Source: an optimization exercise on an open RTL-to-GDS flow (aim: small area and a short achievable clock period). Production flows keep margins and buffers that such runs may drop. The RTL was checked by simulation tests, not by an equivalence proof against the original design. Power and IR drop assume default switching activity.

### design/flow/run.sh
#!/bin/bash
# synth_recipe.tcl (not shown) runs the flow's synth.tcl, then flattens the netlist and writes it again
# the make line also repeats each setting of config.mk as NAME=value (left out here)
make -C /OpenROAD-flow-scripts/flow DESIGN_CONFIG=/design/flow/config.mk WORK_HOME=/design/flow/orfs CLKGATE_MAP_FILE= SYNTH_SCRIPT=/design/flow/synth_recipe.tcl finish
### design/flow/config.mk
export PLATFORM = sky130hd
export DESIGN_NAME = PC
export DESIGN_NICKNAME = PC
export VERILOG_FILES = /design/flow/design.v
export SDC_FILE = /design/flow/constraint.sdc
export NUM_CORES = 4
export LEC_CHECK = 0
export CAP_MARGIN = 20
export CELL_PAD_IN_SITES_DETAIL_PLACEMENT = 1
export CELL_PAD_IN_SITES_GLOBAL_PLACEMENT = 2
export CORE_MARGIN = 2
export CORE_UTILIZATION = 25
export PLACE_DENSITY = 0.3
export SLEW_MARGIN = 20
### design/flow/constraint.sdc
create_clock -name core_clock -period 7.0 [get_ports {clk}]
set_input_delay 1.4000 -clock core_clock [delete_from_list [all_inputs] [get_ports {clk}]]
set_output_delay 1.4000 -clock core_clock [all_outputs]
set_load 0.01 [all_outputs]
### design/flow/design.v
module sign_extend(
	input logic [15:0] Imm,
	output logic [31:0] SignImm
	);
	assign SignImm = {{16{Imm[15]}},Imm};
endmodule
module MUX_RegDst(
	input logic RegDst,
	input logic [4:0] WriteReg,
	input logic [4:0] rt,
	output logic [4:0] RegDst_out
	);
	assign RegDst_out = RegDst ? WriteReg : rt;
endmodule
module MUX_ALUSrc(
	input logic ALUSrc,
	input logic [31:0] SignImm,
	input logic [31:0] RD2,
	output logic [31:0] ALUSrc_out
	);
	assign ALUSrc_out = ALUSrc ? SignImm : RD2;
endmodule
module MUX_MemtoReg(
	input logic MemtoReg,
	input logic [31:0] ALUResult,
	input logic [31:0] RD,  
	output logic [31:0] MemtoReg_out
	);
	assign MemtoReg_out = MemtoReg ? RD : ALUResult;
endmodule
module ALU(
	input logic [31:0] SrcA,
	input logic [31:0] SrcB,
	input logic [2:0] ALUControl,
	output logic [31:0] ALUResult
	);
	logic [31:0] sum, SrcBout;
	assign SrcBout = ALUControl[2] ? ~SrcB : SrcB;
	assign sum = SrcA + SrcBout + ALUControl[2];
	assign ALUResult = sum;
endmodule
module instruction_memory(
	input logic clk,
	input logic rst,
	input logic [31:0] instr_in,  
	output logic [31:0] RD  
);
	always@(posedge clk)
		begin
			if(rst)
				RD <= instr_in;
		end
endmodule
module register_file(
	input logic clk,
	input logic rst,
	input logic WE3,  
	input logic [4:0] A1,A2,A3,  
	input logic [31:0] WD3,  
	output logic [31:0] RD1,  
	output logic [31:0] RD2,  
	output logic [31:0] probe_rf
	);
	reg [31:0] rf[31:0];
	always@(posedge clk or negedge rst)
		begin
			if(!rst)
			begin
				for(int i=0; i<32; i++)
				begin
					rf[i] <= i;
				end
			end
			else
				begin
						if(WE3)
							rf[A3] <= WD3;
				end
		end
	always@(posedge clk)
		begin
			if(rst)
			begin
				RD1 <= rf[A1];
				RD2 <= rf[A2];
			end
		end
		assign probe_rf = rf[A3];
endmodule
module data_memory(
	input logic clk,
	input logic rst,
	input logic [31:0] A,  
	input logic [31:0] WD,  
	input logic WE,  
	output logic [31:0] RD,
	output logic [31:0] probe_dm
	);
	reg [31:0] mem[31:0];
	always@(posedge clk or negedge rst)
		begin
			if(!rst)
			begin
				for(int i=0; i<32; i++)
				begin
					mem[i] <= i;
				end
			end
			else
				begin
					if(WE)
						mem[A[4:0]] <= WD;
				end
		end
		assign RD = mem[A[4:0]];
		assign probe_dm = mem[A[4:0]];
endmodule
module PC(
	input logic clk,
	input logic rst,
	input logic [31:0] instruction,  
	input logic RegWrite, MemWrite,  
	output logic [31:0] probe_register_file,
	output logic [31:0] probe_data_memory
	);
	logic [31:0] instr;
	instruction_memory im(.clk(clk), .rst(rst), .instr_in(instruction), .RD(instr));
	logic [4:0] A1;
	assign A1 = instr[25:21];
	logic [4:0] A2;
	assign A2 = instr[20:16];
	logic [4:0] A3;
	assign A3 = instr[15:11];
	logic RegDst;
	assign RegDst = instr[31];
	logic ALUSrc;
	assign ALUSrc = instr[30];
	logic [2:0] ALUControl;
	assign ALUControl = instr[29:27];
	logic MemtoReg;
	assign MemtoReg = instr[26];
	logic [31:0] SrcB;
	logic [4:0] RegDst_out;
	logic [31:0] MemtoReg_out;
	logic [31:0] SrcA;
	logic [31:0] RD1;
	logic [31:0] RD2;
	logic [31:0] SignImm;
	logic [31:0] ALUResult;
	logic [31:0] ALUSrc_out;
	logic [31:0] RD;
	logic [31:0] WD3;
	sign_extend sign_mux(.Imm(instr[15:0]), .SignImm(SignImm));
	MUX_RegDst regmux (.RegDst(RegDst), .WriteReg(A3), .rt(A2), .RegDst_out(RegDst_out));
	register_file rf (.clk(clk), .rst(rst), .WE3(RegWrite), .A1(A1), .A2(A2), .A3(RegDst_out),
		.WD3(MemtoReg_out), .RD1(RD1), .RD2(RD2), .probe_rf(probe_register_file));
	MUX_ALUSrc alumux(.ALUSrc(ALUSrc), .SignImm(SignImm), .RD2(RD2), .ALUSrc_out(ALUSrc_out));
	ALU arithlu(.SrcA(RD1),.SrcB(ALUSrc_out), .ALUControl(ALUControl), .ALUResult(ALUResult));
	data_memory dm(.clk(clk), .rst(rst), .A(ALUResult), .WD(RD2), .WE(MemWrite),.RD(RD),.probe_dm(probe_data_memory));
	MUX_MemtoReg memmux(.MemtoReg(MemtoReg), .ALUResult(ALUResult), .RD(RD), .MemtoReg_out(MemtoReg_out));
endmodule
==> impl_metrics.json <==
{
  "status": "no timing/DRC/antenna violations",
  "wl_um": 747000,
  "worst_setup_path_start_kind": "flop",
  "irDropWorstVdd_mv": 0.323,
  "fillers": 45207,
  "cap_viol_max_count": 0,
  "fin_setup_tns_ns": 0,
  "rr_worst_depth": 20,
  "path_class": "reg -> out",
  "start_util": 0.251,
  "cp_max_fo": 12,
  "cp.arrival_ns": 5.50,
  "fin_nets": 9832,
  "grt_util_all_layers": 0.344,
  "syn_to_final_growth_pct": 21.5,
  "maxSlewHeadroom": 0.101,
  "required_ns": 5.60,
  "place_ws_ns": 0.225,
  "core_area_um2": 416000,
  "worstSkewPairLatency_ns": 0.96,
  "ys_warn_count": 5,
  "antenna_found_initial": 88,
  "cpPeakStageDelay_ns": 0.49,
  "async_flop_share": 0.956,
  "hold_path_class": "in -> async",
  "worstReg2RegStart": "im.RD[30]$_DFFE_PP_",
  "first_pass_iters": 7,
  "fin_crit_sh": 0.985,
  "die_area_um2": 422000,
  "drv_slew": 0,
  "syn-cell-area_um2": 104000,
  "die_x_um": 650,
  "avgSynthCellArea_um2": 10.7,
  "grt_pass1_wl_um": 978000,
  "grt_overflow": 0,
  "crit_slowest_cell": "clkdlybuf4s50_1",
  "cts_tree": "yes",
  "r2r-end": "rf.rf[8][30]$_DFFE_PN0P_",
  "finalWorstSetupSlack_ns": 0.102,
  "r2r_setup_slack_ns": 1.55,
  "cts.sinks": 2142,
  "yosysSeqAreaShare": 0.521,
  "grt_max_degree": 170,
  "synth-edff-count": 94,
  "stdcell_area_um2": 127000,
  "worstMarginPinSlew_ns": 1.35,
  "cts_buffers": 287,
  "worstPathCellList": "buf_6, mux2i_4, xnor2_2, ha_4, a21o_4, buf_4, or2_2, mux2i_2, buf_4, nor2_2, buf_4, mux2_2, a2111oi_4, buf_4, nand3_1, buf_4, clkdlybuf4s50_1",
  "drc": 0,
  "total_power_mw": 68.2,
  "vias_per_cell": 6.24,
  "crit_top_cell": "buf_4",
  "p_leak_nw": 52.9,
  "multi_input_area_um2": 48400,
  "ant_nets": 0,
  "std_cell_rows": 237,
  "syn_inst": 9739,
  "clockRootBuffer": "clkbuf_16",
  "period_needed_ns": 6.90,
  "final_common_cell": "dfrtp_1",
  "io_buffers": 97,
  "drt_iter0_markers": 12007,
  "io_pins": 100,
  "final_util": 0.305,
  "final_cell_mix": "1888 x dfrtp_1, 1114 x nand2_1, 1079 x mux2_2",
  "ys_seq_elements": 2142,
  "fmax_mhz": 145,
  "setup_viol": 0,
  "die_h_um": 650,
  "clk_pin_slew_worst_paths_ns": 0.06,
  "num_vias": 97010,
  "synth.distinct_cells": 82,
  "clockBufferDepth": 4,
  "worstSetupEndpointType": "primary output",
  "hold_viol": 0,
  "drive_gt1_frac": 0.259,
  "syn_nets": 9807,
  "seqCellArea_um2": 54300,
  "dpl-instance-area_um2": 116000,
  "p_per_area_nw_per_um2": 538,
  "synthFlopType": "dfrtp_1",
  "place_hpwl_um": 444000,
  "skew_ns": 0.0413,
  "gp_congestion": 0.903,
  "ctsHtreeMaxLevel": 5,
  "grt_pass1_vias": 96555,
  "avgRoutedWirePerCell_um": 48.1
}
[per-stage QoR]
stage / hold WS [ns] / std cells
6_report: 0.289 / 15538
5_1_grt: 0.357 / 15497
4_1_cts: 0.422 / 15473
3_5_place_dp: 0.485 / 14922
3_3_place_gp: 0.481 / 14920
2_1_floorplan: 0.459 / 9739
[routing by layer]
metal / vias to the layer above / share of wire / track usage
met5: - / 0.00059 / 0.00464
li1: 37181 / - / -
met1: 52094 / 0.41 / 0.436
met2: 5860 / 0.46 / 0.551
met4: 32 / 0.053 / 0.165
met3: 1843 / 0.075 / 0.0804
[worst max-delay path by stage]
stage	startpoint	end	depth (start not counted)
finish	im.RD[30]$_DFFE_PP_	probe_data_memory[31]	17
global route	im.RD[30]$_DFFE_PP_	probe_data_memory[22]	17
floorplan	im.RD[30]$_DFFE_PP_	probe_data_memory[27]	17
detailed placement	im.RD[30]$_DFFE_PP_	probe_data_memory[17]	14
CTS	im.RD[30]$_DFFE_PP_	probe_data_memory[29]	18
global placement	im.RD[30]$_DFFE_PP_	probe_data_memory[21]	15
[cells by family after synthesis]
| family | share of synthesized area |
|---|---|
| AO/OA/AOI/OAI | 0.222 |
| flip-flops | 0.521 |
| AND/OR/NAND/NOR | 0.0894 |
| multiplexers | 0.123 |
| buffers and inverters | 0.0360 |
| XOR/XNOR | 0.00529 |
| adder cells (fa/ha/maj) | 0.00391 |
[flip-flops by register name, indices dropped and copies added (netlist names)]
register,count
rf.RD2,32
rf.rf,1024
dm.mem,1024
rf.RD1,32
im.RD,30
[cell usage after synthesis (18+ instances only)]
cell       count  area share
dfrtp_1     1888        0.45
nand2_1     1178       0.042
mux2_2      1080        0.12
o21ai_0      892       0.043
clkbuf_1     785       0.028
a22oi_1      733       0.053
a221oi_1     471       0.040
a22o_1       434       0.036
nor2_1       325       0.012
a21oi_1      323       0.016
nand4_1      216       0.013
nand3_1      171      0.0082
dfstp_2      160       0.040
buf_1        136      0.0049
a222oi_1     117       0.011
edfxtp_1      94       0.027
nor3_1        72      0.0035
mux2i_1       57      0.0055
o32a_1        52      0.0050
xnor2_1       46      0.0039
o22ai_1       42      0.0025
buf_2         38      0.0018
ha_1          31      0.0037
and2_1        28      0.0017
o21ai_1       28      0.0013
a21o_1        21      0.0015
a2111oi_0     20      0.0017
and2_0        19      0.0011
and3_1        19      0.0011
a31oi_1       18      0.0011
[final cells by class]
| class | count | area share |
|---|---|---|
| repair buffers | 702 | 0.0576 |
| clock buffers | 449 | 0.0693 |
| clock inverters | 65 | 0.00651 |
| inverters | 6 | 0.000178 |
| multi-input cells | 6625 | 0.382 |
| flip-flops and latches | 2142 | 0.429 |
| well taps | 5497 | 0.0543 |
| diodes | 52 | 0.00103 |
[critical path: cells and delay by family, from the launching register on]
| kind | cells | cell delay [ns] |
|---|---|---|
| AOI/OAI and AO/OA | 2 | 0.65 |
| muxes | 3 | 0.83 |
| and+or+nand+nor | 3 | 0.45 |
| DFF | 1 | 0.45 |
| xor gates and xnor gates | 1 | 0.23 |
| adders and majority gates | 1 | 0.27 |
| buffers and inverters | 7 | 1.66 |
[where the power goes]
| part | internal, mW | switching, mW | leakage, nW |
|---|---|---|---|
| logic | 10.1 | 18.8 | 21.0 |
| clock network | 9.23 | 6.22 | 4.71 |
| registers | 18.1 | 5.72 | 27.2 |
| total | 37.4 | 30.7 | 52.9 |
[repair_timing]
action | 4_1_cts | 5_1_grt
setup endpoints to repair | 40 | 18
gates cloned | 6 | 3
hold buffers | 0 | 0
buffers inserted | 31 | 8
gates resized for setup | 122 | 33
pin swaps | 47 | 27

==> afterwards: timing with drivers on the ports <==
In the flow no input, the clock included, has a driving cell. The finished layout below was timed again as built, in two steps. Step 1, drivers: a clkbuf_16 drives clk and a buf_2 each remaining input, both assumed. Step 2 times the ports against the registers' clock, not the clock port: input delays grow and output delays shrink by t, the midpoint of the rising clock arrivals with the driver on. Slacks: no drivers / after step 1 / after step 2; pairs: no drivers / after step 1.
shift t [ns]: 1.058
slack for setup (ns): 0.102 / -0.022 / 1.036
cell pins on the clock port's net: 1
After both steps this run still meets setup and hold. The setup slack of this run moves by -0.124 ns with the drivers and by +0.934 ns with both steps.
